What follows belongs to an exercise in optimizing a design on an open flow for small area and a short achievable clock period; a production flow would make more cautious choices.
The RTL was checked by simulation tests, not by an equivalence proof against the original design.
Power and IR drop assume default switching activity.

--- design/flow/flow/run.sh ---
#!/bin/bash
# Own layout flow: the standard synthesis, then the combinational logic
# between the registers is mapped again by ABC (the registers, their names
# and cell types stay as the standard synthesis made them), then the standard flow's
# standard layout steps from floorplan to finish, with timing repair aiming
# past zero slack and plain buffers on the ports.
set -euo pipefail
W=$(pwd)
R=$W/orfs/results/$FLOW_PLATFORM/calc_top/base
ABC_SCRIPT="+strash;dc2;b;dch,-f;map,-D,2000;topo;dnsize"
MARGIN=14
YOSYS=yosys
[[ -x $FLOW_HOME/../tools/install/yosys/bin/yosys ]] && YOSYS=$FLOW_HOME/../tools/install/yosys/bin/yosys

bash standard.sh synth > $W/std_synth.log 2>&1
cp $R/1_2_yosys.v $W/std_netlist.v

DONT_USE=$(make -s -C $FLOW_HOME DESIGN_CONFIG=$W/config.mk WORK_HOME=$W/orfs print-DONT_USE_CELLS | sed -n 's/^DONT_USE_CELLS: *//p' | tail -1)
LIB=$(make -s -C $FLOW_HOME DESIGN_CONFIG=$W/config.mk WORK_HOME=$W/orfs print-LIB_FILES | sed -n 's/^LIB_FILES: *//p' | tail -1)
export REMAP_IN=$W/std_netlist.v REMAP_OUT=$W/remap_netlist.v REMAP_LIB="$LIB" \
       REMAP_DONT_USE="$DONT_USE" REMAP_TOP=$FLOW_TOP REMAP_SCRIPT="$ABC_SCRIPT"
$YOSYS -c $W/flow/remap.tcl > $W/remap.log 2>&1
cp $W/remap_netlist.v $R/1_2_yosys.v
rm -f $R/1_synth.odb $R/1_synth.sdc

bash standard.sh SETUP_SLACK_MARGIN=$MARGIN \
   BUFFER_PORTS_ARGS="-buffer_cell sky130_fd_sc_hd__buf_2" finish > $W/layout.log 2>&1
--- design/flow/flow/remap.tcl ---
# Map the standard synthesis's combinational logic again, for area.
# Registers are kept as black boxes, so their instances, names and cell
# types are untouched.
yosys -import
set lib [lindex $::env(REMAP_LIB) 0]
read_liberty -ignore_miss_func -ignore_miss_dir $lib
read_verilog $::env(REMAP_IN)
hierarchy -top $::env(REMAP_TOP)
setattr -mod -set blackbox 1 sky130_fd_sc_hd__*df*
flatten
opt_clean -purge
tee -o remap_before.txt stat
set du {}
foreach c $::env(REMAP_DONT_USE) { lappend du -dont_use $c }
abc -liberty $lib {*}$du -script $::env(REMAP_SCRIPT)
opt_clean -purge
hilomap -singleton -hicell sky130_fd_sc_hd__conb_1 HI -locell sky130_fd_sc_hd__conb_1 LO
setundef -zero
splitnets
opt_clean -purge
insbuf -buf sky130_fd_sc_hd__buf_4 A X
read_liberty -lib -ignore_miss_func -ignore_miss_dir $lib
hierarchy -top $::env(REMAP_TOP)
tee -o remap_stat.txt stat -liberty $lib
check -assert
write_verilog -noattr -nohex -nodec $::env(REMAP_OUT)
--- design/flow/standard.sh ---
#!/bin/bash
# synth_recipe.tcl (not shown) runs the flow's synth.tcl, then flattens the netlist and writes it again
# the make line also repeats each setting of config.mk as NAME=value (left out here)
make -C /OpenROAD-flow-scripts/flow DESIGN_CONFIG=/design/flow/config.mk WORK_HOME=/design/flow/orfs CLKGATE_MAP_FILE= SYNTH_SCRIPT=/design/flow/synth_recipe.tcl "${@:-finish}"
--- design/flow/config.mk ---
export PLATFORM = sky130hd
export DESIGN_NAME = calc_top
export DESIGN_NICKNAME = calc_top
export VERILOG_FILES = /design/flow/design.v
export SDC_FILE = /design/flow/constraint.sdc
export NUM_CORES = 4
export LEC_CHECK = 0
export CAP_MARGIN = 20
export CORE_MARGIN = 2
export CORE_UTILIZATION = 65
export CTS_BUF_LIST = sky130_fd_sc_hd__clkbuf_16
export CTS_CLUSTER_DIAMETER = 60
export CTS_CLUSTER_SIZE = 30
export SLEW_MARGIN = 20
--- design/flow/constraint.sdc ---
create_clock -name core_clock -period 28.0 [get_ports {clk}]
set_input_delay 5.6000 -clock core_clock [delete_from_list [all_inputs] [get_ports {clk}]]
set_output_delay 5.6000 -clock core_clock [all_outputs]
set_load 0.01 [all_outputs]
--- design/flow/design.v ---
module fa(
input a,input b,input ci, output s, output co
);
reg s_out,c_out;
always @(*)
begin
s_out=a^b^ci;
c_out=a&b|a&ci|b&ci;
end
assign s=s_out;
assign co=c_out;
endmodule
module add17bit_2sComp(
   input 		     [16:0]		A,
	input 		     [16:0]		B,
	input 		         		ci,
	output		     [16:0]		calculate_out
);
wire [16:0] s;
wire [16:0] co;
fa fa0(A[0],B[0],ci,s[0],co[0]);
fa fa1(A[1],B[1],co[0],s[1],co[1]);
fa fa2(A[2],B[2],co[1],s[2],co[2]);
fa fa3(A[3],B[3],co[2],s[3],co[3]);
fa fa4(A[4],B[4],co[3],s[4],co[4]);
fa fa5(A[5],B[5],co[4],s[5],co[5]);
fa fa6(A[6],B[6],co[5],s[6],co[6]);
fa fa7(A[7],B[7],co[6],s[7],co[7]);
fa fa8(A[8],B[8],co[7],s[8],co[8]);
fa fa9(A[9],B[9],co[8],s[9],co[9]);
fa fa10(A[10],B[10],co[9],s[10],co[10]);
fa fa11(A[11],B[11],co[10],s[11],co[11]);
fa fa12(A[12],B[12],co[11],s[12],co[12]);
fa fa13(A[13],B[13],co[12],s[13],co[13]);
fa fa14(A[14],B[14],co[13],s[14],co[14]);
fa fa15(A[15],B[15],co[14],s[15],co[15]);
fa fa16(A[16],B[16],co[15],s[16],co[16]);
assign calculate_out[16:0]=s;
endmodule 
module add20bit_2sComp(
   input 		     [19:0]		A,
	input 		     [19:0]		B,
	input 		         		ci,
	output		     [19:0]		calculate_out
);
wire [19:0] s;
wire [19:0] co;
fa fa0(A[0],B[0],ci,s[0],co[0]);
fa fa1(A[1],B[1],co[0],s[1],co[1]);
fa fa2(A[2],B[2],co[1],s[2],co[2]);
fa fa3(A[3],B[3],co[2],s[3],co[3]);
fa fa4(A[4],B[4],co[3],s[4],co[4]);
fa fa5(A[5],B[5],co[4],s[5],co[5]);
fa fa6(A[6],B[6],co[5],s[6],co[6]);
fa fa7(A[7],B[7],co[6],s[7],co[7]);
fa fa8(A[8],B[8],co[7],s[8],co[8]);
fa fa9(A[9],B[9],co[8],s[9],co[9]);
fa fa10(A[10],B[10],co[9],s[10],co[10]);
fa fa11(A[11],B[11],co[10],s[11],co[11]);
fa fa12(A[12],B[12],co[11],s[12],co[12]);
fa fa13(A[13],B[13],co[12],s[13],co[13]);
fa fa14(A[14],B[14],co[13],s[14],co[14]);
fa fa15(A[15],B[15],co[14],s[15],co[15]);
fa fa16(A[16],B[16],co[15],s[16],co[16]);
fa fa17(A[17],B[17],co[16],s[17],co[17]);
fa fa18(A[18],B[18],co[17],s[18],co[18]);
fa fa19(A[19],B[19],co[18],s[19],co[19]);
assign calculate_out[19:0]=s;
endmodule 
module bin2bcd
(
	input wire [9:0] bin,
	output wire [3:0] bcd2,bcd1,bcd0,
	output reg neg
);
reg [9:0] abs_bin, rem, ones;
reg [3:0] tens, honds;
always @ (*) begin
	if (bin[9] == 1'b1) 
		begin
		abs_bin = (~bin) + 10'b00_0000_0001;
		neg = 1'b1;
		end
	else 
		begin
		abs_bin = bin;
		neg = 1'b0;
		end
	if (abs_bin >= 10'd500)
		begin
		honds = 4'h5;
		rem = abs_bin - 10'd500; 
		end 
	else if (abs_bin >= 10'd400 && abs_bin < 10'd500)
	   begin
		honds = 4'h4;
		rem = abs_bin - 10'd400;
		end
	else if (abs_bin >= 10'd300 && abs_bin < 10'd400)
	   begin
		honds = 4'h3;
		rem = abs_bin - 10'd300;
		end
	else if (abs_bin >= 10'd200 && abs_bin < 10'd300)
	   begin
		honds = 4'h2;
		rem = abs_bin - 10'd200;
		end
	else if (abs_bin >= 10'd100 && abs_bin < 10'd200)
	   begin
		honds = 4'h1;
		rem = abs_bin - 10'd100;
		end
	else 
	   begin
		honds = 4'h0;
		rem = abs_bin;
		end
	if (rem >= 10'd090)
		begin
		tens = 4'h9;
		ones = rem - 10'd090;
		end
	else if (rem >= 10'd080 && rem < 10'd090)
		begin
		tens = 4'h8;
		ones = rem - 10'd080;
		end
	else if (rem >= 10'd070 && rem < 10'd080)
		begin
		tens = 4'h7;
		ones = rem - 10'd070;
		end
	else if (rem >= 10'd060 && rem < 10'd070)
		begin
		tens = 4'h6;
		ones = rem - 10'd060;
		end
	else if (rem >= 10'd050 && rem < 10'd060)
		begin
		tens = 4'h5;
		ones = rem - 10'd050;
		end
	else if (rem >= 10'd040 && rem < 10'd050)
		begin
		tens = 4'h4;
		ones = rem - 10'd040;
		end
	else if (rem >= 10'd030 && rem < 10'd040)
		begin
		tens = 4'h3;
		ones = rem - 10'd030;
		end
	else if (rem >= 10'd020 && rem < 10'd030)
		begin
		tens = 4'h2;
		ones = rem - 10'd020;
		end
	else if (rem >= 10'd010 && rem < 10'd020)
		begin
		tens = 4'h1;
		ones = rem - 10'd010;
		end
	else 
		begin
		tens = 4'h0;
		ones = rem;
		end
end
assign bcd0 = ones [3:0];
assign bcd1 = tens;
assign bcd2 = honds;
endmodule 
module edge_detection ( 
input clock, 
input input_signal, 
output reg rising_transition
);
reg n; 
wire rising_transition_c;
assign rising_transition_c = ~n & input_signal;
always @(posedge clock) begin 
n                 <= input_signal; 
rising_transition <= rising_transition_c; 
end
endmodule
module cal(
input clk,
input [1:0] KEY,
input [6:2] SW,
input [15:0] smooth_out,
output [1:0] LEDR,
output reg nothing,
output reg [9:0] BCD_in
);
reg enable1;
reg enable2;
reg state_c, state;
reg [15:0] operand1, operand2;
wire [16:0] num1, num2, num3, num4;
wire [16:0] calculate_out1, calculate_out2;
wire load, reset;
wire reset_edge, load_edge;
assign reset = ~KEY[0];
assign load = ~KEY[1];
edge_detection my_edge1(.clock(clk),.input_signal(reset),.rising_transition(reset_edge));
edge_detection my_edge2(.clock(clk),.input_signal(load),.rising_transition(load_edge));
reg [1:0] LED;
assign LEDR[1:0] = LED[1:0];
always @ (*) begin
state_c = state;
LED = 2'b01;
enable1 = 1'b0;
enable2 = 1'b0;
case (state)
1'b0:begin LED = 2'b01; if (load_edge == 1'b1) begin state_c = 1'b1; enable1 = 1'b1; end end
1'b1:begin LED = 2'b10; if (load_edge == 1'b1) begin state_c = 1'b0; enable2 = 1'b1; end end
endcase
if (reset_edge == 1'b1) begin
state_c = 1'b0;
LED = 2'b01;
end
end
always @ (posedge clk) begin
	state <= state_c;
	if (enable1 == 1'b1) begin
		operand1 <= smooth_out;
	end
	if (enable2 == 1'b1) begin
		operand2 <= smooth_out;
   end
end
parameter smooth = 5'b00_001;
parameter operand_1 = 5'b00_010;
parameter operand_2 = 5'b00_100;
parameter add = 5'b01_000;
parameter sub = 5'b10_000;
assign num1 = {operand1[15],operand1};
assign num2 = {operand2[15],operand2};
assign num3 = {operand1[15],operand1};
assign num4 = ~({operand2[15],operand2});
always @ (*) begin
	case (SW[6:2])
	smooth: begin
		BCD_in = smooth_out[9:0];
		nothing = 1'b0;
	end
	operand_1: begin
		BCD_in = operand1[9:0];
		nothing = 1'b0;
	end
	operand_2: begin
		BCD_in = operand2[9:0];
		nothing = 1'b0;
	end
	add: begin
		BCD_in = calculate_out1[9:0];
		nothing = 1'b0;
	end
	sub: begin
		BCD_in = calculate_out2[9:0];
		nothing = 1'b0;
	end
	default: begin
		BCD_in = 10'd0;
		nothing = 1'b1;
	end
	endcase
end
add17bit_2sComp my_add(.A(num1), .B(num2), .ci(1'b0), .calculate_out(calculate_out1));
add17bit_2sComp my_sub(.A(num3), .B(num4), .ci(1'b1), .calculate_out(calculate_out2));
endmodule 
module seg7(
	output		     [7:0]		HEX0,
	output		     [7:0]		HEX1,
	output		     [7:0]		HEX2,
	output		     [7:0]		HEX3,
	output		     [7:0]		HEX4,
	output		     [7:0]		HEX5,
	input                      clk,
	input                      rst,
	input                      nothing,
   input 		     [11:0]		display,
	input                      neg
);
  reg [31:0] out; 
  reg [12:0] count, count_c;  
always @(count or rst) begin
		count_c = count + 13'd1;
		if (count == 13'd4400) begin
		count_c = 13'd0;
		end
		if (rst == 1'b1) begin
		count_c = 13'd0;
		end
end
always @ (posedge clk) begin
	count <= count_c;
end
always @(*) begin
	 case (display [3:0])  
	 4'b0000: begin 
	 out [7:0] = 8'b11000000; 
	 end 
	 4'b0001: begin 
	 out [7:0] = 8'b11111001; 
	 end 
	 4'b0010: begin 
	 out [7:0] = 8'b10100100; 
	 end 
	 4'b0011: begin 
	 out [7:0] = 8'b10110000; 
	 end 
	 4'b0100: begin 
	 out [7:0] = 8'b10011001; 
	 end 
	 4'b0101: begin 
	 out [7:0]= 8'b10010010; 
	 end 
	 4'b0110: begin 
	 out [7:0]= 8'b10000010; 
	 end 
	 4'b0111: begin 
	 out [7:0]= 8'b11111000; 
	 end
	 4'b1000: begin 
	 out [7:0]= 8'b10000000; 
	 end 
	 4'b1001: begin 
	 out [7:0]= 8'b10010000; 
	 end 
	 4'b1010: begin 
	 out [7:0]= 8'b10001000; 
	 end 
	 4'b1011: begin 
	 out [7:0]= 8'b10000011; 
	 end
	 4'b1100: begin 
	 out [7:0]= 8'b11000110; 
	 end 
	 4'b1101: begin 
	 out [7:0]= 8'b10100001; 
	 end 
	 4'b1110: begin 
	 out [7:0]= 8'b10000110; 
	 end 
	 4'b1111: begin 
	 out [7:0]= 8'b10001110; 
	 end
	 default: begin 
	 out [7:0]= 8'b11111111; 
	 end 
	 endcase 
	 case (display [7:4])  
	 4'b0000: begin 
	 out [15:8]= 8'b11000000; 
	 end 
	 4'b0001: begin 
	 out [15:8]= 8'b11111001; 
	 end 
	 4'b0010: begin 
	 out [15:8]= 8'b10100100; 
	 end 
	 4'b0011: begin 
	 out [15:8]= 8'b10110000; 
	 end 
	 4'b0100: begin 
	 out [15:8]= 8'b10011001; 
	 end 
	 4'b0101: begin 
	 out [15:8]= 8'b10010010; 
	 end 
	 4'b0110: begin 
	 out [15:8]= 8'b10000010; 
	 end 
	 4'b0111: begin 
	 out [15:8]= 8'b11111000; 
	 end
	 4'b1000: begin 
	 out [15:8]= 8'b10000000; 
	 end 
	 4'b1001: begin 
	 out [15:8]= 8'b10010000; 
	 end 
	 4'b1010: begin 
	 out [15:8]= 8'b10001000; 
	 end 
	 4'b1011: begin 
	 out [15:8]= 8'b10000011; 
	 end
	 4'b1100: begin 
	 out [15:8]= 8'b11000110; 
	 end 
	 4'b1101: begin 
	 out [15:8]= 8'b10100001; 
	 end 
	 4'b1110: begin 
	 out [15:8]= 8'b10000110; 
	 end 
	 4'b1111: begin 
	 out [15:8]= 8'b10001110; 
	 end
	 default: begin 
	 out [15:8]= 8'b11111111; 
	 end 
	 endcase 
	 case (display [11:8])  
	 4'b0000: begin 
	 out [23:16]= 8'b11000000; 
	 end 
	 4'b0001: begin 
	 out [23:16]= 8'b11111001; 
	 end 
	 4'b0010: begin 
	 out [23:16]= 8'b10100100; 
	 end 
	 4'b0011: begin 
	 out [23:16]= 8'b10110000; 
	 end 
	 4'b0100: begin 
	 out [23:16]= 8'b10011001; 
	 end 
	 4'b0101: begin 
	 out [23:16]= 8'b10010010; 
	 end 
	 4'b0110: begin 
	 out [23:16]= 8'b10000010; 
	 end 
	 4'b0111: begin 
	 out [23:16]= 8'b11111000; 
	 end
	 4'b1000: begin 
	 out [23:16]= 8'b10000000; 
	 end 
	 4'b1001: begin 
	 out [23:16]= 8'b10010000; 
	 end 
	 4'b1010: begin 
	 out [23:16]= 8'b10001000; 
	 end 
	 4'b1011: begin 
	 out [23:16]= 8'b10000011; 
	 end
	 4'b1100: begin 
	 out [23:16]= 8'b11000110; 
	 end 
	 4'b1101: begin 
	 out [23:16]= 8'b10100001; 
	 end 
	 4'b1110: begin 
	 out [23:16]= 8'b10000110; 
	 end 
	 4'b1111: begin 
	 out [23:16]= 8'b10001110; 
	 end
	 default: begin 
	 out [23:16]= 8'b11111111; 
	 end 
	 endcase 
	 case (neg)
	 1'b1: begin
	 out [31:24]= 8'b10111111;
	 end
	 default: begin 
	 out [31:24]= 8'b11111111; 
	 end 
	 endcase
    if (nothing == 1'b1) begin 
	 if (count <= 13'd2200) begin
	 out [7:0] = 8'b1011_1111;
	 out[15:8] = 8'b1011_1111;
	 out[23:16] = 8'b1011_1111; 
	 out[31:24] = 8'b1011_1111;
	 end 
	 else begin
	 out [7:0] = 8'b1111_1111;
	 out[15:8] = 8'b1111_1111;
	 out[23:16] = 8'b1111_1111; 
	 out[31:24] = 8'b1111_1111;
	 end
	 end
 end 
assign HEX0[7:0]=out[7:0];
assign HEX1[7:0]=out[15:8];
assign HEX2[7:0]=out[23:16];
assign HEX3[7:0]=out[31:24];
assign HEX4[7:0]= 8'b11111111;
assign HEX5[7:0]= 8'b11111111;
endmodule
module smooth_filter(
input clk,
input reset,
input [15:0] in,
input [1:0] SW,
output [15:0] out
);
reg [6:0] count, count_c;
wire en;
always @(reset or count) begin
	if (reset == 1'b1) begin
		count_c = 7'd0;
	end
	else begin
		count_c = count + 7'd1;
	end
end
assign en = (count == 7'd99);
reg [15:0] r1, r2, r3, r4, r5, r6, r7, r8, r9, r10, r11, r12, r13, r14, r15, r16;
always @ (posedge clk) begin
	count <= count_c;
	if (en == 1'b1) begin
		r1 <= in;
		r2 <= r1;
		r3 <= r2;
		r4 <= r3;
		r5 <= r4;
		r6 <= r5;
		r7 <= r6;
		r8 <= r7;
		r9 <= r8;
		r10 <= r9;
		r11 <= r10;
		r12 <= r11;
		r13 <= r12;
		r14 <= r13;
		r15 <= r14;
		r16 <= r15;
	end
end
reg [19:0] sum;
wire [19:0] num1, num2, num3, num4, num5, num6, num7, num8;
wire [19:0] num9, num10, num11, num12, num13, num14, num15, num16;
wire ci=1'b0;
wire [19:0] calculate_out1, calculate_out2, calculate_out3, calculate_out4,
            calculate_out5, calculate_out6, calculate_out7, calculate_out8,
				calculate_out9, calculate_out10, calculate_out11, calculate_out12,
				calculate_out13, calculate_out14, calculate_out15;
assign num1 = {{4{r1[15]}},r1};
assign num2 = {{4{r2[15]}},r2};
assign num3 = {{4{r3[15]}},r3};
assign num4 = {{4{r4[15]}},r4};
assign num5 = {{4{r5[15]}},r5};
assign num6 = {{4{r6[15]}},r6};
assign num7 = {{4{r7[15]}},r7};
assign num8 = {{4{r8[15]}},r8};
assign num9 = {{4{r9[15]}},r9};
assign num10 = {{4{r10[15]}},r10};
assign num11 = {{4{r11[15]}},r11};
assign num12 = {{4{r12[15]}},r12};
assign num13 = {{4{r13[15]}},r13};
assign num14 = {{4{r14[15]}},r14};
assign num15 = {{4{r15[15]}},r15};
assign num16 = {{4{r16[15]}},r16};
always @(*) begin
	sum = num1;
	case (SW[1:0]) 
	2'b00:begin 
		sum = num1;
	end
	2'b01:begin
		sum = calculate_out1;
		sum = sum >> 1; 
	end
	2'b10:begin
		sum = calculate_out3;
		sum = sum >> 2;  
	end
	2'b11:begin
		sum = calculate_out15;
		sum = sum >> 4;  
	end
	endcase 
end
assign out = sum[15:0];
add20bit_2sComp my_adder1 (.A(num1),.B(num2),.ci(ci),.calculate_out(calculate_out1));
add20bit_2sComp my_adder2 (.A(calculate_out1),.B(num3),.ci(ci),.calculate_out(calculate_out2));
add20bit_2sComp my_adder3(.A(calculate_out2),.B(num4),.ci(ci),.calculate_out(calculate_out3));
add20bit_2sComp my_adder4(.A(calculate_out3),.B(num5),.ci(ci),.calculate_out(calculate_out4));
add20bit_2sComp my_adder5 (.A(calculate_out4),.B(num6),.ci(ci),.calculate_out(calculate_out5));
add20bit_2sComp my_adder6(.A(calculate_out5),.B(num7),.ci(ci),.calculate_out(calculate_out6));
add20bit_2sComp my_adder7(.A(calculate_out6),.B(num8),.ci(ci),.calculate_out(calculate_out7));
add20bit_2sComp my_adder8 (.A(calculate_out7),.B(num9),.ci(ci),.calculate_out(calculate_out8));
add20bit_2sComp my_adder9(.A(calculate_out8),.B(num10),.ci(ci),.calculate_out(calculate_out9));
add20bit_2sComp my_adder10(.A(calculate_out9),.B(num11),.ci(ci),.calculate_out(calculate_out10));
add20bit_2sComp my_adder11(.A(calculate_out10),.B(num12),.ci(ci),.calculate_out(calculate_out11));
add20bit_2sComp my_adder12(.A(calculate_out11),.B(num13),.ci(ci),.calculate_out(calculate_out12));
add20bit_2sComp my_adder13(.A(calculate_out12),.B(num14),.ci(ci),.calculate_out(calculate_out13));
add20bit_2sComp my_adder14(.A(calculate_out13),.B(num15),.ci(ci),.calculate_out(calculate_out14));
add20bit_2sComp my_adder15(.A(calculate_out14),.B(num16),.ci(ci),.calculate_out(calculate_out15));
endmodule 
module calc_top (
   input              clk,
   input              rst,
   input      [15:0]  data_x,
   input      [1:0]   KEY,
   input      [6:0]   SW,
   output     [7:0]   HEX0,
   output     [7:0]   HEX1,
   output     [7:0]   HEX2,
   output     [7:0]   HEX3,
   output     [7:0]   HEX4,
   output     [7:0]   HEX5,
   output     [1:0]   LEDR
   );
reg [6:0] cnt;
wire strobe = (cnt == 7'd46);
always @(posedge clk)
   cnt <= rst ? 7'd0 : {cnt[5:0], cnt[6] ^ cnt[5] ^ (cnt[5:0] == 6'd0)};
reg [13:0] n1;                  
reg [14*15-1:0] ring;           
reg [3:0]  q;                   
reg        pend;                
reg        acc;                 
reg [13:0] sa;                  
reg [11:0] sb;                  
reg [9:0]  f2, f4, f16;         
wire q_first = (q == 4'b0001);
wire q_last  = (q == 4'b1000);  
wire q_b     = (q == 4'b1110) | (q == 4'b1100) | q_last;    
wire ins = pend & q_first;
wire [13:0] tail = ring[14*15-1:14*14];
wire [13:0] sa_sum = sa + (strobe ? data_x[13:0] : acc ? tail : 14'd0);
wire [11:0] sb_sum = sb + (strobe ? data_x[11:0] : (acc & q_b) ? tail[11:0] : 12'd0);
always @(posedge clk) begin
   ring <= {ring[14*14-1:0], ins ? n1 : tail};
   if (!ins) q <= {q[2:0], q[3] ^ q[2] | q == 4'd0};
   pend <= strobe | (pend & ~ins);
   acc  <= ins | (acc & ~q_last);
   sa <= ins ? 14'd0 : sa_sum;
   sb <= ins ? 12'd0 : sb_sum;
   if (strobe) begin
      n1  <= data_x[13:0];
      f2  <= (data_x[10:0] + n1[10:0]) >> 1;
      f4  <= sb_sum[11:2];
      f16 <= sa_sum[13:4];
   end
end
reg [9:0] f;
always @(*) begin
   case (SW[1:0])
   2'b00: f = n1[9:0];
   2'b01: f = f2;
   2'b10: f = f4;
   default: f = f16;
   endcase
end
reg kn0, kn1, reset_edge, load_edge, state;
reg [9:0] op1, op2;
always @(posedge clk) begin
   kn0 <= ~KEY[0];
   kn1 <= ~KEY[1];
   reset_edge <= ~KEY[0] & ~kn0;
   load_edge  <= ~KEY[1] & ~kn1;
   if (reset_edge) state <= 1'b0;
   else if (load_edge) state <= ~state;
   if (load_edge & ~state) op1 <= f;
   if (load_edge &  state) op2 <= f;
end
assign LEDR = (reset_edge | ~state) ? 2'b01 : 2'b10;
wire [9:0] sum_v = op1 + op2;
wire [9:0] dif_v = op1 - op2;
wire [9:0] v = ({10{SW[2]}} & f)   | ({10{SW[3]}} & op1)   | ({10{SW[4]}} & op2) |
               ({10{SW[5]}} & sum_v) | ({10{SW[6]}} & dif_v);
wire nothing = (SW[6:2] != 5'b00001) & (SW[6:2] != 5'b00010) & (SW[6:2] != 5'b00100) &
               (SW[6:2] != 5'b01000) & (SW[6:2] != 5'b10000);
wire neg = v[9];
wire [4:0] hi = v[8:4] ^ {5{neg}};
reg [3:0] lo_o, hi_o, hi_t;
reg lo_t;
reg [2:0] hi_h;
always @(*) begin
   case ({neg, v[3:0]})
   5'd0: begin lo_o = 4'd0; lo_t = 1'b0; end
   5'd1: begin lo_o = 4'd1; lo_t = 1'b0; end
   5'd2: begin lo_o = 4'd2; lo_t = 1'b0; end
   5'd3: begin lo_o = 4'd3; lo_t = 1'b0; end
   5'd4: begin lo_o = 4'd4; lo_t = 1'b0; end
   5'd5: begin lo_o = 4'd5; lo_t = 1'b0; end
   5'd6: begin lo_o = 4'd6; lo_t = 1'b0; end
   5'd7: begin lo_o = 4'd7; lo_t = 1'b0; end
   5'd8: begin lo_o = 4'd8; lo_t = 1'b0; end
   5'd9: begin lo_o = 4'd9; lo_t = 1'b0; end
   5'd10: begin lo_o = 4'd0; lo_t = 1'b1; end
   5'd11: begin lo_o = 4'd1; lo_t = 1'b1; end
   5'd12: begin lo_o = 4'd2; lo_t = 1'b1; end
   5'd13: begin lo_o = 4'd3; lo_t = 1'b1; end
   5'd14: begin lo_o = 4'd4; lo_t = 1'b1; end
   5'd15: begin lo_o = 4'd5; lo_t = 1'b1; end
   5'd16: begin lo_o = 4'd6; lo_t = 1'b1; end
   5'd17: begin lo_o = 4'd5; lo_t = 1'b1; end
   5'd18: begin lo_o = 4'd4; lo_t = 1'b1; end
   5'd19: begin lo_o = 4'd3; lo_t = 1'b1; end
   5'd20: begin lo_o = 4'd2; lo_t = 1'b1; end
   5'd21: begin lo_o = 4'd1; lo_t = 1'b1; end
   5'd22: begin lo_o = 4'd0; lo_t = 1'b1; end
   5'd23: begin lo_o = 4'd9; lo_t = 1'b0; end
   5'd24: begin lo_o = 4'd8; lo_t = 1'b0; end
   5'd25: begin lo_o = 4'd7; lo_t = 1'b0; end
   5'd26: begin lo_o = 4'd6; lo_t = 1'b0; end
   5'd27: begin lo_o = 4'd5; lo_t = 1'b0; end
   5'd28: begin lo_o = 4'd4; lo_t = 1'b0; end
   5'd29: begin lo_o = 4'd3; lo_t = 1'b0; end
   5'd30: begin lo_o = 4'd2; lo_t = 1'b0; end
   5'd31: begin lo_o = 4'd1; lo_t = 1'b0; end
   default: begin lo_o = 4'd0; lo_t = 1'b0; end
   endcase
   case (hi)
   5'd0: begin hi_o = 4'd0; hi_t = 4'd0; hi_h = 3'd0; end
   5'd1: begin hi_o = 4'd6; hi_t = 4'd1; hi_h = 3'd0; end
   5'd2: begin hi_o = 4'd2; hi_t = 4'd3; hi_h = 3'd0; end
   5'd3: begin hi_o = 4'd8; hi_t = 4'd4; hi_h = 3'd0; end
   5'd4: begin hi_o = 4'd4; hi_t = 4'd6; hi_h = 3'd0; end
   5'd5: begin hi_o = 4'd0; hi_t = 4'd8; hi_h = 3'd0; end
   5'd6: begin hi_o = 4'd6; hi_t = 4'd9; hi_h = 3'd0; end
   5'd7: begin hi_o = 4'd2; hi_t = 4'd1; hi_h = 3'd1; end
   5'd8: begin hi_o = 4'd8; hi_t = 4'd2; hi_h = 3'd1; end
   5'd9: begin hi_o = 4'd4; hi_t = 4'd4; hi_h = 3'd1; end
   5'd10: begin hi_o = 4'd0; hi_t = 4'd6; hi_h = 3'd1; end
   5'd11: begin hi_o = 4'd6; hi_t = 4'd7; hi_h = 3'd1; end
   5'd12: begin hi_o = 4'd2; hi_t = 4'd9; hi_h = 3'd1; end
   5'd13: begin hi_o = 4'd8; hi_t = 4'd0; hi_h = 3'd2; end
   5'd14: begin hi_o = 4'd4; hi_t = 4'd2; hi_h = 3'd2; end
   5'd15: begin hi_o = 4'd0; hi_t = 4'd4; hi_h = 3'd2; end
   5'd16: begin hi_o = 4'd6; hi_t = 4'd5; hi_h = 3'd2; end
   5'd17: begin hi_o = 4'd2; hi_t = 4'd7; hi_h = 3'd2; end
   5'd18: begin hi_o = 4'd8; hi_t = 4'd8; hi_h = 3'd2; end
   5'd19: begin hi_o = 4'd4; hi_t = 4'd0; hi_h = 3'd3; end
   5'd20: begin hi_o = 4'd0; hi_t = 4'd2; hi_h = 3'd3; end
   5'd21: begin hi_o = 4'd6; hi_t = 4'd3; hi_h = 3'd3; end
   5'd22: begin hi_o = 4'd2; hi_t = 4'd5; hi_h = 3'd3; end
   5'd23: begin hi_o = 4'd8; hi_t = 4'd6; hi_h = 3'd3; end
   5'd24: begin hi_o = 4'd4; hi_t = 4'd8; hi_h = 3'd3; end
   5'd25: begin hi_o = 4'd0; hi_t = 4'd0; hi_h = 3'd4; end
   5'd26: begin hi_o = 4'd6; hi_t = 4'd1; hi_h = 3'd4; end
   5'd27: begin hi_o = 4'd2; hi_t = 4'd3; hi_h = 3'd4; end
   5'd28: begin hi_o = 4'd8; hi_t = 4'd4; hi_h = 3'd4; end
   5'd29: begin hi_o = 4'd4; hi_t = 4'd6; hi_h = 3'd4; end
   5'd30: begin hi_o = 4'd0; hi_t = 4'd8; hi_h = 3'd4; end
   5'd31: begin hi_o = 4'd6; hi_t = 4'd9; hi_h = 3'd4; end
   default: begin hi_o = 4'd0; hi_t = 4'd0; hi_h = 3'd0; end
   endcase
end
wire [4:0] os = hi_o + lo_o;
wire c1 = os >= 5'd10;
wire [3:0] o = c1 ? os - 5'd10 : os;
wire [4:0] ts = hi_t + lo_t + c1;
wire c2 = ts >= 5'd10;
wire [3:0] t = c2 ? ts - 5'd10 : ts;
wire [2:0] h = hi_h + c2;
function [6:0] seg;
   input [3:0] d;
   case (d)
   4'd0: seg = 7'h40;
   4'd1: seg = 7'h79;
   4'd2: seg = 7'h24;
   4'd3: seg = 7'h30;
   4'd4: seg = 7'h19;
   4'd5: seg = 7'h12;
   4'd6: seg = 7'h02;
   4'd7: seg = 7'h78;
   4'd8: seg = 7'h00;
   default: seg = 7'h10;
   endcase
endfunction
reg        dash;
reg [11:0] bk;
wire bk_end = dash ? (bk == 12'd2371) : (bk == 12'd3233);
always @(posedge clk) begin
   if (rst) dash <= 1'b1;
   else if (bk_end) dash <= ~dash;
   bk <= (rst | bk_end) ? 12'd0 : {bk[10:0], ~(bk[11] ^ bk[10] ^ bk[9] ^ bk[3])};
end
wire [6:0] blank = dash ? 7'h3f : 7'h7f;
assign HEX0 = {1'b1, nothing ? blank : seg(o)};
assign HEX1 = {1'b1, nothing ? blank : seg(t)};
assign HEX2 = {1'b1, nothing ? blank : seg({1'b0, h})};
assign HEX3 = {1'b1, nothing ? blank : (neg ? 7'h3f : 7'h7f)};
assign HEX4 = 8'hff;
assign HEX5 = 8'hff;
endmodule
==> results of run 1 <==
-- per-stage QoR --
step | setup slack (ps) | util [%] | hold WS (ps) | area, um^2
floorplan | 13740 | - | 310 | 12300
detailed placement | 12330 | 70.2 | 312 | 12700
global route | 12890 | 80.5 | 331 | 14500
finish | 13050 | 80.5 | 325 | 14500
CTS | 13370 | 79.2 | 331 | 14300
global placement | 12380 | 70.2 | 310 | 12700
-- cell type report --
type                    count  area (um^2)
fillers                  1069         3510
repair inverters            2         25.0
repair buffers            102          827
inverters                 140          583
well taps                 229          287
multi-input cells         825         4800
clock inverters            15          214
clock buffers              19          475
flip-flops and latches    331         7310
-- final timing paths --
kind / cells after the start / end / slack (ps) / startpoint
min: 0 / ring[131] / 330 / ring[117]
min reg2reg: 0 / ring[131] / 330 / ring[117]
max reg2reg: 20 / sa[13] / 23090 / acc
max: 26 / HEX2[6] / 13050 / SW[1]
-- state kept, by name, indices dropped and copies added, names as in the netlist, 10 cells and up --
name,cells
n1,14
f16,10
f4,10
sa,14
bk,12
sb,12
ring,210
op1,10
f2,10
op2,10
-- power by group through the flow --
stage          sequential [mW]  clock [mW]  combinational (mW)
5_1_grt                  0.492       0.333               0.238
4_1_cts                  0.491       0.316               0.191
3_5_place_dp             0.502           0               0.136
2_1_floorplan            0.502           0               0.107
6_report                 0.491       0.311               0.221
3_3_place_gp             0.502           0               0.134
-- metal layers --
layer | routed length, um | track usage, %
met5 | 0 | 0
met4 | 1150 | 12.3
met3 | 1720 | 3.79
met2 | 14000 | 48.5
met1 | 11300 | 33.9
-- critical path: stages --
cell,delay (ps)
buf_16,120
clkinv_16,70
a21oi_4,110
a22oi_2,110
nand2_1,110
o221ai_2,90
a31o_4,250
buf_6,120
a311oi_4,370
buf_4,190
o211ai_1,130
nand3_2,150
nand2_1,90
o21bai_1,220
nand4_1,190
o22ai_4,180
buf_12,160
nand3_4,100
nand2_4,80
nand3_4,90
nand4_1,90
buf_6,160
nor2_4,60
buf_6,130
o41ai_4,190
buf_2,180
-- timing repair --
item                       4_1_cts  5_1_grt
resized for setup              122       29
setup endpoints to repair       21       21
setup buffers                   42        7
pin swaps                       39       23
gates cloned                     4        0
==> flow_metrics.tcl, run 1 <==
set metrics [dict create \
    cts_tree "built" \
    diodes 0 \
    post_synth.cell_area_avg_um2 9.26 \
    crit_required_ps 22400 \
    pin_count 77 \
    max_freq_ghz 0.0669 \
    grt_first_pass_wirelength_mm 44.0 \
    grt_max_degree 46 \
    final_nets 1448 \
    cp_max_fo 6 \
    max_slew_margin_pct 29.0 \
    synth_cells 1296 \
    routedWlPerCell_um 16.9 \
    pwr-share-clk_pct 30.4 \
    critPathLaunchType "input port" \
    cts_root_buf "clkbuf_16" \
    fp.coreArea_um2 18000 \
    wirelength_mm 28.1 \
    post-route-period-util_pct 53.4 \
    drive_gt1_share_pct 18.3 \
    drt-initial-drc-count 738 \
    cap_violations 0 \
    swShare_pct 30.0 \
    tightest_slew_ps 1060 \
    clk_latency_ps 520 \
    clk_pin_slew_ps 110 \
    drc 0 \
    p_seq_share_pct 48.0 \
    cts_made_buffers 19 \
    first_pass_iters 7 \
    total_power_mw 1.02 \
    fin_tns_setup_ps 0 \
    layout_common_cells "263 x dfxtp_1, 193 x nand2_1, 152 x nor2_1, 130 x clkinv_1, 71 x o21ai_0" \
    drv_slew 0 \
    grt_pass1_vias 9246 \
    combPwrFrac_pct 21.6 \
    port_buffers 48 \
    grt_usage_pct 27.5 \
    cts_max_path_buffers 3 \
    h-tree-depth 1 \
    setup-violations-final 0 \
    path_class "input port to output pin" \
    clock_skew_ps 35.2 \
    floorplan.initialDensity_pct 66.6 \
    synth_area_um2 12000 \
    cts_hold_buf 0 \
    hold_viol_final 0 \
    power_switching_mw 0.308 \
    p_per_area_nw_per_um2 70.5 \
    ys_warn_count 1 \
    dp.cells 1576 \
    cts_num_sinks 331 \
    worstHoldPathType "flip-flop to flip-flop" \
    die_area_um2 19600 \
    p_int_mw 0.716 \
    grt_overflow 0 \
    grt_antenna_before_repair 0 \
    hpwlAfterDp_mm 17.1 \
    chipHeight_um 140 \
    layout_commonest_cell "dfxtp_1" \
    area.growth.synth_to_final_pct 20.9 \
    instances_no_fill 1663 \
    vias 9496 \
    end_kind "output pin" \
    layout_min_cycle_time_ps 14950 \
    rsz0062_at_grt "true" \
    leakagePower_nw 5.75 \
    num_rows 49 \
    routed_via_density 5.71 \
    ant_nets 0 \
    gp_congestion 0.929 \
    arrival_ps 9350 \
    worst_ir_drop_vdd_mv 0.0794 \
    status "finished clean" \
    die_width_um 140 \
]
==> inputs of run 2 (changes only) <==
--- a/design/flow/flow/run.sh
+++ b/design/flow/flow/run.sh
@@ -8,7 +8,7 @@
 W=$(pwd)
 R=$W/orfs/results/$FLOW_PLATFORM/calc_top/base
 ABC_SCRIPT="+strash;dc2;b;dch,-f;map,-D,2000;topo;dnsize"
-MARGIN=14
+MARGIN=13
 YOSYS=yosys
 [[ -x $FLOW_HOME/../tools/install/yosys/bin/yosys ]] && YOSYS=$FLOW_HOME/../tools/install/yosys/bin/yosys
 
--- a/design/flow/config.mk
+++ b/design/flow/config.mk
@@ -7,7 +7,7 @@
 export LEC_CHECK = 0
 export CAP_MARGIN = 20
 export CORE_MARGIN = 2
-export CORE_UTILIZATION = 65
+export CORE_UTILIZATION = 75
 export CTS_BUF_LIST = sky130_fd_sc_hd__clkbuf_16
 export CTS_CLUSTER_DIAMETER = 60
 export CTS_CLUSTER_SIZE = 30
==> flow_metrics.tcl, run 2 <==
set metrics [dict create \
    fp.coreArea_um2 15800 \
    leakagePower_nw 5.51 \
    tightest_slew_ps 1110 \
    cts_tree "built" \
    layout_common_cells "263 x dfxtp_1, 203 x nand2_1, 155 x nor2_1, 130 x clkinv_1, 79 x o21ai_0" \
    r2r_end "sa[13]" \
    layout_commonest_cell "dfxtp_1" \
    top_regs "ring: 210 flops, n1: 14 flops, sa: 14 flops" \
    timing.rr.start "acc" \
    fill_cells 707 \
    worst_ir_drop_vdd_mv 0.0936 \
    hold_viol_final 0 \
    num_rows 46 \
    worstHoldPathType "flip-flop to flip-flop" \
    final_nets 1426 \
    ant_nets 0 \
    max_slew_margin_pct 25.7 \
    synth_cells 1296 \
    gp_congestion 0.891 \
    post-route-period-util_pct 53.6 \
    chipHeight_um 131 \
    drive_gt1_share_pct 14.7 \
    end_kind "output pin" \
    die_area_um2 17000 \
    fin_tns_setup_ps 0 \
    first_pass_iters 9 \
    die_width_um 131 \
    drv_slew 0 \
    critPathLaunchType "input port" \
    regMostFlops "ring" \
    multi_input_comb_area_um2 4610 \
    synth_area_um2 12000 \
    wirelength_mm 32.2 \
    final_cell_area_um2 13900 \
    reg2reg_slack_ps 22390 \
    seqCellArea_um2 7310 \
    hold_path.startpoint "ring[108]" \
    cap_violations 0 \
    cp_max_fo 6 \
    clk_latency_ps 530 \
    routed_via_density 6.25 \
    grt_first_pass_wirelength_mm 45.0 \
    holdPathStages 0 \
    cts_made_buffers 16 \
    cts_root_buf "clkbuf_16" \
    cts_num_sinks 331 \
    setup-violations-final 0 \
    grt_usage_pct 33.9 \
    r2r_cells 20 \
    hpwlAfterDp_mm 18.6 \
    rsz0062_at_grt "true" \
    clock_skew_ps 42.1 \
    status "finished clean" \
    ys_warn_count 1 \
    min_to "ring[122]" \
    drt-initial-drc-count 1287 \
    crit_required_ps 22400 \
    cts_max_path_buffers 3 \
    floorplan.initialDensity_pct 76.1 \
    path_class "input port to output pin" \
    grt_max_degree 46 \
    routedWlPerCell_um 19.8 \
    layout_min_cycle_time_ps 15000 \
    area.growth.synth_to_final_pct 16.0 \
    diodes 0 \
    placed_cell_area_um2 12500 \
    largest_reg_flops 210 \
    pin_count 77 \
    drc 0 \
    grt_pass1_vias 9088 \
    grt_antenna_before_repair 0 \
    port_buffers 48 \
    post_synth.cell_area_avg_um2 9.26 \
    max_freq_ghz 0.0666 \
    vias 10100 \
    p_per_area_nw_per_um2 67.2 \
    arrival_ps 9400 \
    clk_pin_slew_ps 110 \
    grt_overflow 0 \
    h-tree-depth 1 \
]
==> run 2: worst max path at each step <==
stage                     startpoint       to  slack (ps)  cells after the start
after global routing           SW[0]  HEX2[1]       12800                     24
after CTS                      SW[1]  HEX2[0]       13000                     19
after floorplan                SW[0]  HEX2[0]       13010                     20
final                          SW[0]  HEX2[5]       13000                     23
after global placement         SW[0]  HEX2[3]       11560                     22
after detailed placement       SW[0]  HEX2[0]       11410                     22
==> run 2: what timing repair did <==
action | 4_1_cts | 5_1_grt
resized for setup | 35 | 109
hold buffers | 0 | 0
cloned | 0 | 6
pin swaps | 6 | 28
buffers inserted | 8 | 20
setup endpoints to repair | 21 | 21
==> run 2: per-layer routing <==
layer	vias up	GRT usage (%)	wire, um
li1	4515	-	-
met1	4697	40.2	11500
met2	710	61.3	15900
met3	218	4.60	2610
met4	0	15.7	2250
met5	-	0	0
==> run 2: final cells by class <==
cell class | instances | share of cell area, %
Timing Repair inverter | 3 | 0.162
Sequential cell | 331 | 52.5
Tap cell | 216 | 1.94
Clock buffer | 16 | 2.88
Inverter | 140 | 4.06
Multi-Input combinational cell | 825 | 33.1
Clock inverter | 10 | 0.827
Timing Repair Buffer | 82 | 4.56
==> run 2: through the flow <==
| stage | setup slack, ps | hold WS [ps] | total power [mW] | util, % | cells |
|---|---|---|---|---|---|
| after floorplan | 13010 | 310 | 0.600 | - | 1321 |
| after global placement | 11560 | 310 | 0.626 | 79.0 | 1563 |
| after detailed placement | 11410 | 312 | 0.629 | 79.0 | 1563 |
| after CTS | 13000 | 330 | 0.893 | 83.7 | 1597 |
| after global routing | 12800 | 325 | 0.964 | 88.3 | 1623 |
| final | 13000 | 324 | 0.936 | 88.3 | 1623 |
==> run 2: critical path, stage by stage <==
cell	delay, ps
buf_16	140
a21oi_1	200
a22oi_1	170
nand2_1	110
o221ai_1	160
nand3b_1	310
inv_2	190
a311oi_2	80
nor2_4	260
nor2_1	100
o211ai_1	170
buf_4	160
nand3_2	140
o221ai_4	370
nand3_2	160
nand2_2	110
nand3_4	110
nand4_1	250
buf_4	180
o2bb2ai_1	140
nand2_1	80
nand2_1	70
buf_2	150
==> run 2: where the power goes <==
part | leakage, nW | switching (mW) | total [mW] | internal (mW)
clock network | 0.266 | 0.154 | 0.266 | 0.111
logic | 2.49 | 0.114 | 0.179 | 0.0649
registers | 2.76 | 0.00252 | 0.492 | 0.489
total | 5.51 | 0.271 | 0.936 | 0.666
==> inputs of run 3 (changes only) <==
--- a/design/flow/flow/run.sh
+++ b/design/flow/flow/run.sh
@@ -7,7 +7,7 @@
 set -euo pipefail
 W=$(pwd)
 R=$W/orfs/results/$FLOW_PLATFORM/calc_top/base
-ABC_SCRIPT="+strash;dc2;b;dch,-f;map,-D,2000;topo;dnsize"
+ABC_SCRIPT="+strash;dch,-f;amap;topo;dnsize"
 MARGIN=13
 YOSYS=yosys
 [[ -x $FLOW_HOME/../tools/install/yosys/bin/yosys ]] && YOSYS=$FLOW_HOME/../tools/install/yosys/bin/yosys
--- a/design/flow/config.mk
+++ b/design/flow/config.mk
@@ -7,7 +7,7 @@
 export LEC_CHECK = 0
 export CAP_MARGIN = 20
 export CORE_MARGIN = 2
-export CORE_UTILIZATION = 75
+export CORE_UTILIZATION = 65
 export CTS_BUF_LIST = sky130_fd_sc_hd__clkbuf_16
 export CTS_CLUSTER_DIAMETER = 60
 export CTS_CLUSTER_SIZE = 30
==> flow_metrics.tcl, run 3 <==
set metrics [dict create \
    post_synth.cell_area_avg_um2 10.3 \
    drv_slew 0 \
    crit_path_top_delay_cell "a31oi_2" \
    synth_cells 1094 \
    layout_commonest_cell "dfxtp_1" \
    setup-violations-final 0 \
    die_width_um 136 \
    clk_pin_slew_ps 110 \
    grt_antenna_before_repair 0 \
    end_kind "output pin" \
    clk_latency_ps 510 \
    ant_nets 0 \
    cts_max_path_buffers 3 \
    ys_warn_count 1 \
    hpwlAfterDp_mm 14.5 \
    pwr-share-clk_pct 27.9 \
    vias 8575 \
    max_freq_ghz 0.0611 \
    cp_slowest_stage_delay_ps 290 \
    routedWlPerCell_um 17.0 \
    swShare_pct 29.4 \
    area.growth.synth_to_final_pct 22.2 \
    synth_area_um2 11200 \
    timing.rr.start "cnt[4]" \
    wirelength_mm 25.2 \
    hold_path.startpoint "ring[102]" \
    startpoint "SW[0]" \
    first_pass_iters 7 \
    rsz0062_at_grt "true" \
    total_power_mw 1.01 \
    cap_violations 0 \
    cts_tree "built" \
    largest_reg_flops 210 \
    leakagePower_nw 5.21 \
    p_seq_share_pct 48.5 \
    clock_skew_ps 34.5 \
    num_rows 48 \
    crit_required_ps 22400 \
    tightest_slew_ps 1060 \
    diodes 0 \
    worstHoldPathType "flip-flop to flip-flop" \
    die_area_um2 18400 \
    routed_via_density 5.77 \
    power_switching_mw 0.297 \
    fin_tns_setup_ps 0 \
    critPathLaunchType "input port" \
    layout_min_cycle_time_ps 16370 \
    fin_util_pct 80.3 \
    cp_max_fo 8 \
    drt-initial-drc-count 651 \
    fp.coreArea_um2 17100 \
    gp_congestion 0.897 \
    top_regs "ring: 210 flops, n1: 14 flops, sa: 14 flops" \
    hold_viol_final 0 \
    arrival_ps 10770 \
    status "finished clean" \
    drive_gt1_share_pct 22.1 \
    cts_num_sinks 331 \
    combPwrFrac_pct 23.6 \
    final_nets 1276 \
    grt_max_degree 41 \
    cts_made_buffers 17 \
    grt_usage_pct 26.0 \
    drc 0 \
    port_buffers 48 \
    path_class "input port to output pin" \
    h-tree-depth 1 \
    grt_first_pass_wirelength_mm 38.1 \
    p_per_area_nw_per_um2 73.6 \
    cts_hold_buf 0 \
    regMostFlops "ring" \
    chipHeight_um 136 \
    worst_ir_drop_vdd_mv 0.0647 \
    grt_overflow 0 \
    cts_root_buf "clkbuf_16" \
    post-route-period-util_pct 58.4 \
    p_int_mw 0.715 \
    layout_common_cells "263 x dfxtp_1, 128 x nor2_1, 90 x clkinv_1, 77 x buf_4, 70 x a21oi_1" \
    floorplan.initialDensity_pct 65.7 \
    grt_pass1_vias 7990 \
    pin_count 77 \
    max_slew_margin_pct 29.2 \
]
==> run 3: timing repair <==
item,CTS,global route
resized for setup,95,36
pin swaps,44,36
buffers inserted,54,23
endpoints found under the setup margin,21,21
gates cloned,2,0
==> run 3: worst paths after layout <==
kind	end	slack (ps)	depth (start not counted)
max reg2reg	f16[9]	22020	27
min	ring[116]	320	0
max	HEX2[5]	11630	37
min reg2reg	ring[116]	320	0
==> run 3: worst max-delay path, delay by kind of cell <==
kind                   cells  cell delay, ps
and+or+nand+nor           11            1140
AOI/OAI and AO/OA         15            2630
buffers and inverters     11            1350
==> run 3: cell type report <==
class                           instances  area [um^2]
Sequential cell                       331         7310
Multi-Input combinational cell        652         4070
Fill cell                            1048         3370
Tap cell                              225          282
Clock buffer                           18          450
Timing Repair inverter                  1         16.3
Inverter                              110          487
Clock inverter                         12          135
Timing Repair Buffer                  136         1010
==> run 3: layer usage <==
metal	track usage [%]	up-vias	wire length [um]
met5	0	-	0
li1	-	4137	-
met2	45.3	294	12500
met4	9.49	0	957
met3	4.12	91	1310
met1	32.8	4053	10400
==> run 3: metrics by stage <==
step	worst slack, ps	cell area, um^2	cells	hold slack (ps)
after floorplan	12190	11600	1119	310
after global placement	10770	12000	1376	310
after detailed placement	10690	12000	1376	312
after CTS	12030	13400	1462	326
after global routing	11210	13700	1485	329
final	11630	13700	1485	323
==> run 3: power groups by stage <==
| stage | clock network [mW] | registers [mW] | logic [mW] |
|---|---|---|---|
| finish | 0.282 | 0.491 | 0.239 |
| global route | 0.302 | 0.491 | 0.255 |
| CTS | 0.286 | 0.491 | 0.195 |
| detailed placement | 0 | 0.502 | 0.132 |
| global placement | 0 | 0.501 | 0.129 |
| floorplan | 0 | 0.501 | 0.105 |
==> inputs of run 4 (changes only) <==
--- a/design/flow/flow/run.sh
+++ b/design/flow/flow/run.sh
@@ -7,7 +7,7 @@
 set -euo pipefail
 W=$(pwd)
 R=$W/orfs/results/$FLOW_PLATFORM/calc_top/base
-ABC_SCRIPT="+strash;dch,-f;amap;topo;dnsize"
+ABC_SCRIPT="+strash;&get,-n;&dch,-f;&nf,-p;&put;topo;dnsize"
 MARGIN=13
 YOSYS=yosys
 [[ -x $FLOW_HOME/../tools/install/yosys/bin/yosys ]] && YOSYS=$FLOW_HOME/../tools/install/yosys/bin/yosys
==> flow_metrics.tcl, run 4 <==
set metrics [dict create \
    cp_slowest_stage_delay_ps 520 \
    clk_pin_slew_ps 100 \
    num_rows 49 \
    crit_required_ps 22400 \
    tightest_slew_ps 845 \
    arrival_ps 10030 \
    clk_latency_ps 510 \
    area.growth.synth_to_final_pct 16.7 \
    worstHoldPathType "flip-flop to flip-flop" \
    end_kind "output pin" \
    setup-violations-final 0 \
    layout_common_cells "263 x dfxtp_1, 89 x nor2_1, 85 x nand2_1, 68 x edfxtp_1, 54 x xnor2_1" \
    grt_first_pass_wirelength_mm 37.4 \
    routedWlPerCell_um 16.1 \
    regMostFlops "ring" \
    grt_overflow 0 \
    vias 7677 \
    cts_tree "built" \
    max_slew_margin_pct 43.6 \
    cts_made_buffers 17 \
    pin_count 77 \
    rsz0062_at_grt "true" \
    top_regs "ring: 210 flops, n1: 14 flops, sa: 14 flops" \
    h-tree-depth 1 \
    critPathLaunchType "input port" \
    port_buffers 48 \
    fp.coreArea_um2 17900 \
    post_synth.cell_area_avg_um2 11.4 \
    grt_usage_pct 23.5 \
    drt-initial-drc-count 406 \
    ant_nets 0 \
    total_power_mw 0.989 \
    crit_path_top_delay_cell "mux4_2" \
    ys_warn_count 1 \
    drc 0 \
    cts_root_buf "clkbuf_16" \
    layout_min_cycle_time_ps 15630 \
    p_per_area_nw_per_um2 71.8 \
    diodes 0 \
    fin_tns_setup_ps 0 \
    grt_pass1_vias 7488 \
    synth_area_um2 11800 \
    chipHeight_um 139 \
    hpwlAfterDp_mm 14.7 \
    drv_slew 0 \
    wirelength_mm 22.5 \
    cap_violations 0 \
    final_nets 1182 \
    grt_antenna_before_repair 0 \
    drive_gt1_share_pct 16.6 \
    cts_max_path_buffers 3 \
    die_area_um2 19200 \
    routed_via_density 5.50 \
    max_freq_ghz 0.0640 \
    status "finished clean" \
    die_width_um 139 \
    clock_skew_ps 31.0 \
    crit_chain "buf_12 > mux4_2 > a222oi_1 > o31ai_2 > a21oi_4 > buf_12 > buf_16 > xnor2_2 > nand2_2 > a221o_1 > a31o_1 > and2_0 > o21bai_4 > a31oi_4 > o21bai_4 > nor3b_4 > xor2_2 > or3_4 > buf_6" \
    cts_num_sinks 331 \
    largest_reg_flops 210 \
    grt_max_degree 61 \
    worst_ir_drop_vdd_mv 0.0736 \
    synth_cells 1038 \
    hold_viol_final 0 \
    cp_max_fo 6 \
    gp_congestion 0.855 \
    fill_cells 1130 \
    leakagePower_nw 5.17 \
    layout_commonest_cell "dfxtp_1" \
    first_pass_iters 5 \
    path_class "input port to output pin" \
    cts_hold_buf 0 \
    floorplan.initialDensity_pct 65.9 \
    whs_ps 328 \
    post-route-period-util_pct 55.8 \
]
## run 4: cell type report
type | count | area [um^2] | share of cell area (%)
Clock buffer | 18 | 450 | 3.27
Timing Repair Buffer | 97 | 722 | 5.24
Sequential cell | 331 | 7310 | 53.1
Multi-Input combinational cell | 694 | 4830 | 35.0
Tap cell | 229 | 287 | 2.08
Clock inverter | 12 | 128 | 0.927
Inverter | 14 | 53.8 | 0.391
## run 4: layer usage
layer | share of wire [%] | GRT usage [%] | wire length (um) | up-vias
li1 | - | - | - | 3836
met1 | 47 | 33.2 | 10500 | 3630
met2 | 48 | 39.5 | 10700 | 177
met3 | 4.0 | 2.94 | 896 | 34
met4 | 1.8 | 5.16 | 416 | 0
met5 | 0 | 0 | 0 | -
## run 4: final timing paths
check | start | end | slack, ps | depth (start not counted)
max | SW[0] | HEX2[4] | 12370 | 19
min | ring[45] | ring[59] | 330 | 0
max reg2reg | cnt[4] | sb[11] | 22350 | 17
min reg2reg | ring[45] | ring[59] | 330 | 0
## run 4: repair_timing
item | 4_1_cts | 5_1_grt
endpoints found under the hold margin | 0 | 0
gates cloned | 2 | 0
resized for setup | 35 | 18
pin swaps | 24 | 8
buffers inserted | 35 | 7
endpoints found under the setup margin | 21 | 21
## run 4: where the power goes
part / total, mW / leakage (nW) / switching [mW] / internal (mW)
clock network: 0.281 / 0.290 / 0.155 / 0.126
logic: 0.216 / 2.12 / 0.115 / 0.101
registers: 0.491 / 2.77 / 0.00276 / 0.488
## run 4: worst max-delay path, delay by kind of cell
kind                      cells  cell delay [ps]
muxes                         1              520
xor gates and xnor gates      2              300
AOI/OAI and AO/OA             8             2100
buffers and inverters         4              470
and+or+nand+nor               4             1040
## run 4: metrics by stage
step / setup WS, ps / instance area [um^2] / utilization (%) / instances
detailed placement: 11500 / 12500 / 69.9 / 1321
floorplan: 12690 / 12100 / - / 1063
global placement: 11580 / 12500 / 69.9 / 1321
finish: 12370 / 13800 / 76.9 / 1395
global route: 12130 / 13800 / 76.9 / 1395
CTS: 12410 / 13600 / 76.1 / 1388
==> inputs of run 5 (changes only) <==
--- a/design/flow/flow/run.sh
+++ b/design/flow/flow/run.sh
@@ -7,7 +7,7 @@
 set -euo pipefail
 W=$(pwd)
 R=$W/orfs/results/$FLOW_PLATFORM/calc_top/base
-ABC_SCRIPT="+strash;&get,-n;&dch,-f;&nf,-p;&put;topo;dnsize"
+ABC_SCRIPT="+strash;dc2;b;dch,-f;map,-D,1500;topo;dnsize"
 MARGIN=13
 YOSYS=yosys
 [[ -x $FLOW_HOME/../tools/install/yosys/bin/yosys ]] && YOSYS=$FLOW_HOME/../tools/install/yosys/bin/yosys
==> flow_metrics.tcl, run 5 <==
set metrics [dict create \
    chipHeight_um 140 \
    post_synth.cell_area_avg_um2 9.26 \
    hpwlAfterDp_mm 17.1 \
    leakagePower_nw 5.42 \
    timing.rr.start "cnt[1]" \
    worstHoldPathType "flip-flop to flip-flop" \
    setup-violations-final 0 \
    first_pass_iters 5 \
    cts_made_buffers 18 \
    grt_max_degree 46 \
    routed_via_density 5.58 \
    clock_skew_ps 32.1 \
    status "finished clean" \
    whs_ps 330 \
    grt_overflow 0 \
    synth_area_um2 12000 \
    layout_min_cycle_time_ps 14850 \
    crit_required_ps 22400 \
    grt_usage_pct 25.5 \
    layout_commonest_cell "dfxtp_1" \
    num_rows 49 \
    drv_slew 0 \
    clk_pin_slew_ps 100 \
    grt_pass1_vias 8614 \
    fill_cells 1225 \
    pin_count 77 \
    end_kind "output pin" \
    reg2reg_slack_ps 23130 \
    largest_reg_flops 210 \
    top_regs "ring: 210 flops, n1: 14 flops, sa: 14 flops" \
    vias 9059 \
    critPathLaunchType "input port" \
    drc 0 \
    gp_congestion 0.896 \
    worst_ir_drop_vdd_mv 0.0847 \
    holdPathStages 0 \
    cts_tree "built" \
    synth_cells 1296 \
    wirelength_mm 25.4 \
    grt_antenna_before_repair 0 \
    p_per_area_nw_per_um2 69.2 \
    regMostFlops "ring" \
    fin_util_pct 76.2 \
    die_width_um 140 \
    die_area_um2 19600 \
    cts_max_path_buffers 3 \
    diodes 0 \
    grt_first_pass_wirelength_mm 41.2 \
    routedWlPerCell_um 15.7 \
    port_buffers 48 \
    hold_viol_final 0 \
    cp_max_fo 13 \
    placed_cell_area_um2 12500 \
    cts_root_buf "clkbuf_16" \
    drive_gt1_share_pct 13.6 \
    ant_nets 0 \
    cts_num_sinks 331 \
    post-route-period-util_pct 53.0 \
    tightest_slew_ps 978 \
    clk_latency_ps 510 \
    max_freq_ghz 0.0673 \
    fin_tns_setup_ps 0 \
    final_nets 1410 \
    max_slew_margin_pct 34.3 \
    h-tree-depth 1 \
    layout_common_cells "263 x dfxtp_1, 204 x nand2_1, 153 x nor2_1, 130 x clkinv_1, 78 x o21ai_0" \
    cap_violations 0 \
    floorplan.initialDensity_pct 66.6 \
    ys_warn_count 1 \
    path_class "input port to output pin" \
    hold_path.startpoint "ring[159]" \
    final_cell_area_um2 13700 \
    arrival_ps 9250 \
    fp.coreArea_um2 18000 \
    area.growth.synth_to_final_pct 14.3 \
    drt-initial-drc-count 624 \
    r2r_cells 20 \
    rsz0062_at_grt "false" \
    min_to "ring[173]" \
    r2r_end "f16[9]" \
]
-- run 5: worst max-delay path, stage by stage --
cell and delay [ps]:
buf_6 160, inv_8 70, a21oi_1 160, a22oi_2 150, a2111oi_4 360, o311ai_2 170
a31o_2 230, nand2_1 130, nand2_2 130, nand2_2 130, nand2_1 70, o211ai_1 170
nand3_2 200, o221ai_4 380, nand3_2 170, nand2_2 110, nand3_4 100, nand4_1 120
buf_6 140, o21ai_2 70, buf_4 140, o21ai_0 130, buf_2 160
-- run 5: per-stage QoR --
stage	setup slack, ps	total power, mW	std cells
after global routing	12870	0.989	1623
after global placement	11540	0.627	1576
after CTS	13020	0.927	1613
final	13150	0.950	1623
after detailed placement	11460	0.629	1576
after floorplan	13010	0.600	1321
-- run 5: what timing repair did --
action,in CTS,in global routing
buffers inserted,6,10
pin swaps,6,14
gates cloned,0,0
hold buffers,0,0
gates resized for setup,32,90
endpoints found under the setup margin,21,21
-- run 5: worst max path at each step --
| stage | start | endpoint | slack (ps) |
|---|---|---|---|
| after global routing | SW[1] | HEX2[6] | 12870 |
| after CTS | SW[1] | HEX1[0] | 13020 |
| after floorplan | SW[0] | HEX2[0] | 13010 |
| final | SW[1] | HEX2[2] | 13150 |
| after detailed placement | SW[0] | HEX2[3] | 11460 |
| after global placement | SW[0] | HEX2[3] | 11540 |
-- run 5: layout make-up --
cell class,instances,area [um^2],area share [%]
clock inverters,12,155,1.13
clock buffers,19,475,3.46
inverters,140,567,4.13
multi-input cells,825,4520,32.9
repair buffers,67,414,3.02
well taps,229,287,2.09
flip-flops and latches,331,7310,53.2
-- run 5: per-layer routing --
layer | wire [um] | vias up | GRT usage [%] | share of wire (%)
met3 | 1100 | 63 | 3.04 | 4.3
met4 | 740 | 0 | 9.21 | 2.9
met2 | 12900 | 250 | 45.0 | 51
met5 | 0 | - | 0 | 0
li1 | - | 4494 | - | -
met1 | 10600 | 4252 | 32.5 | 42
-- run 5: report_power, final --
group          switching [mW]  total, mW  internal, mW  leakage (nW)
clock network           0.161      0.295         0.134         0.316
registers             0.00209      0.491         0.489          2.76
logic                   0.106      0.164        0.0580          2.35
total                   0.269      0.950         0.681          5.42
==> inputs of run 6 (changes only) <==
--- a/design/flow/flow/run.sh
+++ b/design/flow/flow/run.sh
@@ -7,7 +7,7 @@
 set -euo pipefail
 W=$(pwd)
 R=$W/orfs/results/$FLOW_PLATFORM/calc_top/base
-ABC_SCRIPT="+strash;dc2;b;dch,-f;map,-D,1500;topo;dnsize"
+ABC_SCRIPT="+strash;dc2;b;dch,-f;map,-D,2000;topo;dnsize"
 MARGIN=13
 YOSYS=yosys
 [[ -x $FLOW_HOME/../tools/install/yosys/bin/yosys ]] && YOSYS=$FLOW_HOME/../tools/install/yosys/bin/yosys
--- a/design/flow/config.mk
+++ b/design/flow/config.mk
@@ -8,7 +8,7 @@
 export CAP_MARGIN = 20
 export CORE_MARGIN = 2
 export CORE_UTILIZATION = 65
-export CTS_BUF_LIST = sky130_fd_sc_hd__clkbuf_16
-export CTS_CLUSTER_DIAMETER = 60
-export CTS_CLUSTER_SIZE = 30
+export CTS_BUF_LIST = sky130_fd_sc_hd__clkbuf_8
+export CTS_CLUSTER_DIAMETER = 50
+export CTS_CLUSTER_SIZE = 20
 export SLEW_MARGIN = 20
==> flow_metrics.tcl, run 6 <==
set metrics [dict create \
    port_buffers 48 \
    drv_slew 0 \
    gp_congestion 0.896 \
    swShare_pct 29.5 \
    grt_overflow 0 \
    max_slew_margin_pct 31.8 \
    layout_common_cells "263 x dfxtp_1, 204 x nand2_1, 155 x nor2_1, 131 x clkinv_1, 78 x o21ai_0" \
    floorplan.initialDensity_pct 66.6 \
    h-tree-depth 1 \
    ant_nets 0 \
    max_freq_ghz 0.0673 \
    area.growth.synth_to_final_pct 13.7 \
    clk_latency_ps 600 \
    power_switching_mw 0.271 \
    fill_cells 1261 \
    worstHoldPathType "flip-flop to flip-flop" \
    wirelength_mm 24.7 \
    crit_required_ps 22400 \
    post_synth.cell_area_avg_um2 9.26 \
    grt_first_pass_wirelength_mm 40.2 \
    final_nets 1418 \
    pin_count 77 \
    chipHeight_um 140 \
    rsz0062_at_grt "false" \
    routed_via_density 5.47 \
    tightest_slew_ps 1010 \
    synth_area_um2 12000 \
    cts_made_buffers 26 \
    clock_skew_ps 58.7 \
    leakagePower_nw 5.42 \
    arrival_ps 9250 \
    grt_antenna_before_repair 0 \
    diodes 0 \
    num_rows 49 \
    status "finished clean" \
    grt_max_degree 46 \
    end_kind "output pin" \
    drt-initial-drc-count 475 \
    placed_cell_area_um2 12500 \
    hold_viol_final 0 \
    cts_max_path_buffers 3 \
    cts_tree "built" \
    fp.coreArea_um2 18000 \
    multi_input_comb_area_um2 4510 \
    die_width_um 140 \
    seqCellArea_um2 7310 \
    worst_ir_drop_vdd_mv 0.0641 \
    cap_violations 0 \
    layout_commonest_cell "dfxtp_1" \
    grt_usage_pct 24.9 \
    first_pass_iters 5 \
    hpwlAfterDp_mm 17.1 \
    total_power_mw 0.921 \
    synth_cells 1296 \
    cts_num_sinks 331 \
    vias 8972 \
    path_class "input port to output pin" \
    cts_root_buf "clkbuf_8" \
    die_area_um2 19600 \
    ys_warn_count 1 \
    combPwrFrac_pct 17.5 \
    critPathLaunchType "input port" \
    layout_min_cycle_time_ps 14850 \
    setup-violations-final 0 \
    pwr-share-clk_pct 29.1 \
    post-route-period-util_pct 53.1 \
    clk_pin_slew_ps 110 \
    cp_max_fo 13 \
    p_per_area_nw_per_um2 67.4 \
    fin_tns_setup_ps 0 \
    drc 0 \
    final_cell_area_um2 13700 \
    largest_reg_flops 210 \
    cts_hold_buf 0 \
    p_seq_share_pct 53.4 \
    routedWlPerCell_um 15.0 \
    p_int_mw 0.649 \
    top_regs "ring: 210 flops, n1: 14 flops, sa: 14 flops" \
    grt_pass1_vias 8604 \
    drive_gt1_share_pct 14.1 \
    regMostFlops "ring" \
]
[run 6: worst paths after layout]
kind	start	to	slack (ps)	cells past startpoint
min	ring[69]	ring[83]	310	0
max	SW[1]	HEX0[0]	13150	23
max reg2reg	acc	sa[13]	23170	20
min reg2reg	ring[69]	ring[83]	310	0
[run 6: area by class of cell]
cell class | instances | area share [%]
flip-flops and latches | 331 | 53.5
multi-input cells | 825 | 33.1
inverters | 140 | 4.12
repair buffers | 67 | 3.03
clock buffers | 27 | 2.72
well taps | 229 | 2.10
clock inverters | 20 | 1.44
[run 6: per-layer routing]
metal,share of wire [%],GRT usage [%],vias to the layer above
met3,4.4,3.21,63
met4,3.4,9.74,0
met2,50,43.0,232
met5,0,0,-
li1,-,-,4517
met1,43,32.1,4160
[run 6: timing repair]
item,in CTS,in global routing
setup endpoints to repair,21,21
gates resized for setup,32,86
pin swaps,6,13
buffers inserted,6,10
[run 6: metrics by stage]
stage	util [%]	setup WS, ps	std cells	hold WS, ps
global placement	69.2	11540	1576	310
global route	75.7	12820	1639	315
finish	75.7	13150	1639	310
CTS	73.4	13020	1629	316
detailed placement	69.2	11460	1576	312
floorplan	-	13010	1321	310
[run 6: power by group through the flow]
stage | Sequential, mW | Clock (mW) | Combinational [mW]
3_5_place_dp | 0.502 | 0 | 0.127
5_1_grt | 0.492 | 0.291 | 0.179
2_1_floorplan | 0.502 | 0 | 0.0984
4_1_cts | 0.491 | 0.274 | 0.135
6_report | 0.491 | 0.268 | 0.161
3_3_place_gp | 0.502 | 0 | 0.125
[run 6: worst max-delay path, stage by stage]
cell and delay (ps):
buf_6 160, inv_8 70, a21oi_1 140, a22oi_2 120
a22oi_1 220, o221a_2 250, and3_1 310, nand2_1 170
o211a_1 220, a31oi_2 190, o21ai_1 130, nand3_1 120
nand4_1 150, o22ai_4 240, buf_4 170, buf_4 100
nand2_1 80, nand2_2 120, nand2_1 140, nor2_1 180
a21oi_1 60, o21ai_1 140, buf_2 160

-- port drivers added, routing unchanged --
The results above use ideal ports. As a check the final layouts listed here were re-extracted and re-timed, cells and wires unchanged.
Step 1 assumes that a clkbuf_16 drives the clock port and a buf_2 every other input.
Step 2 times the ports against the registers' clock, not the clock port: input delays grow and output delays shrink by t, the midpoint of the rising clock arrivals with the driver on.
Slacks: ideal / step 1 / step 2; pairs: ideal / step 1.
run	t, ns	setup slack, ns	hold slack, ns
run 1	0.552	13.048 / 12.878 / 12.878	0.325 / 0.325 / 0.325
run 2	0.557	12.996 / 12.799 / 12.799	0.324 / 0.324 / 0.324
run 3	0.540	11.634 / 11.499 / 11.499	0.323 / 0.323 / 0.323
run 4	0.540	12.366 / 12.303 / 12.303	0.328 / 0.328 / 0.328
run 5	0.538	13.148 / 13.111 / 13.111	0.330 / 0.330 / 0.330
run 6	0.610	13.146 / 13.109 / 13.109	0.310 / 0.310 / 0.310
After both steps setup and hold are still met in every run listed. For run 2, which loses most, drivers alone change the setup slack by -0.197 ns; drivers and shift together by -0.197 ns.
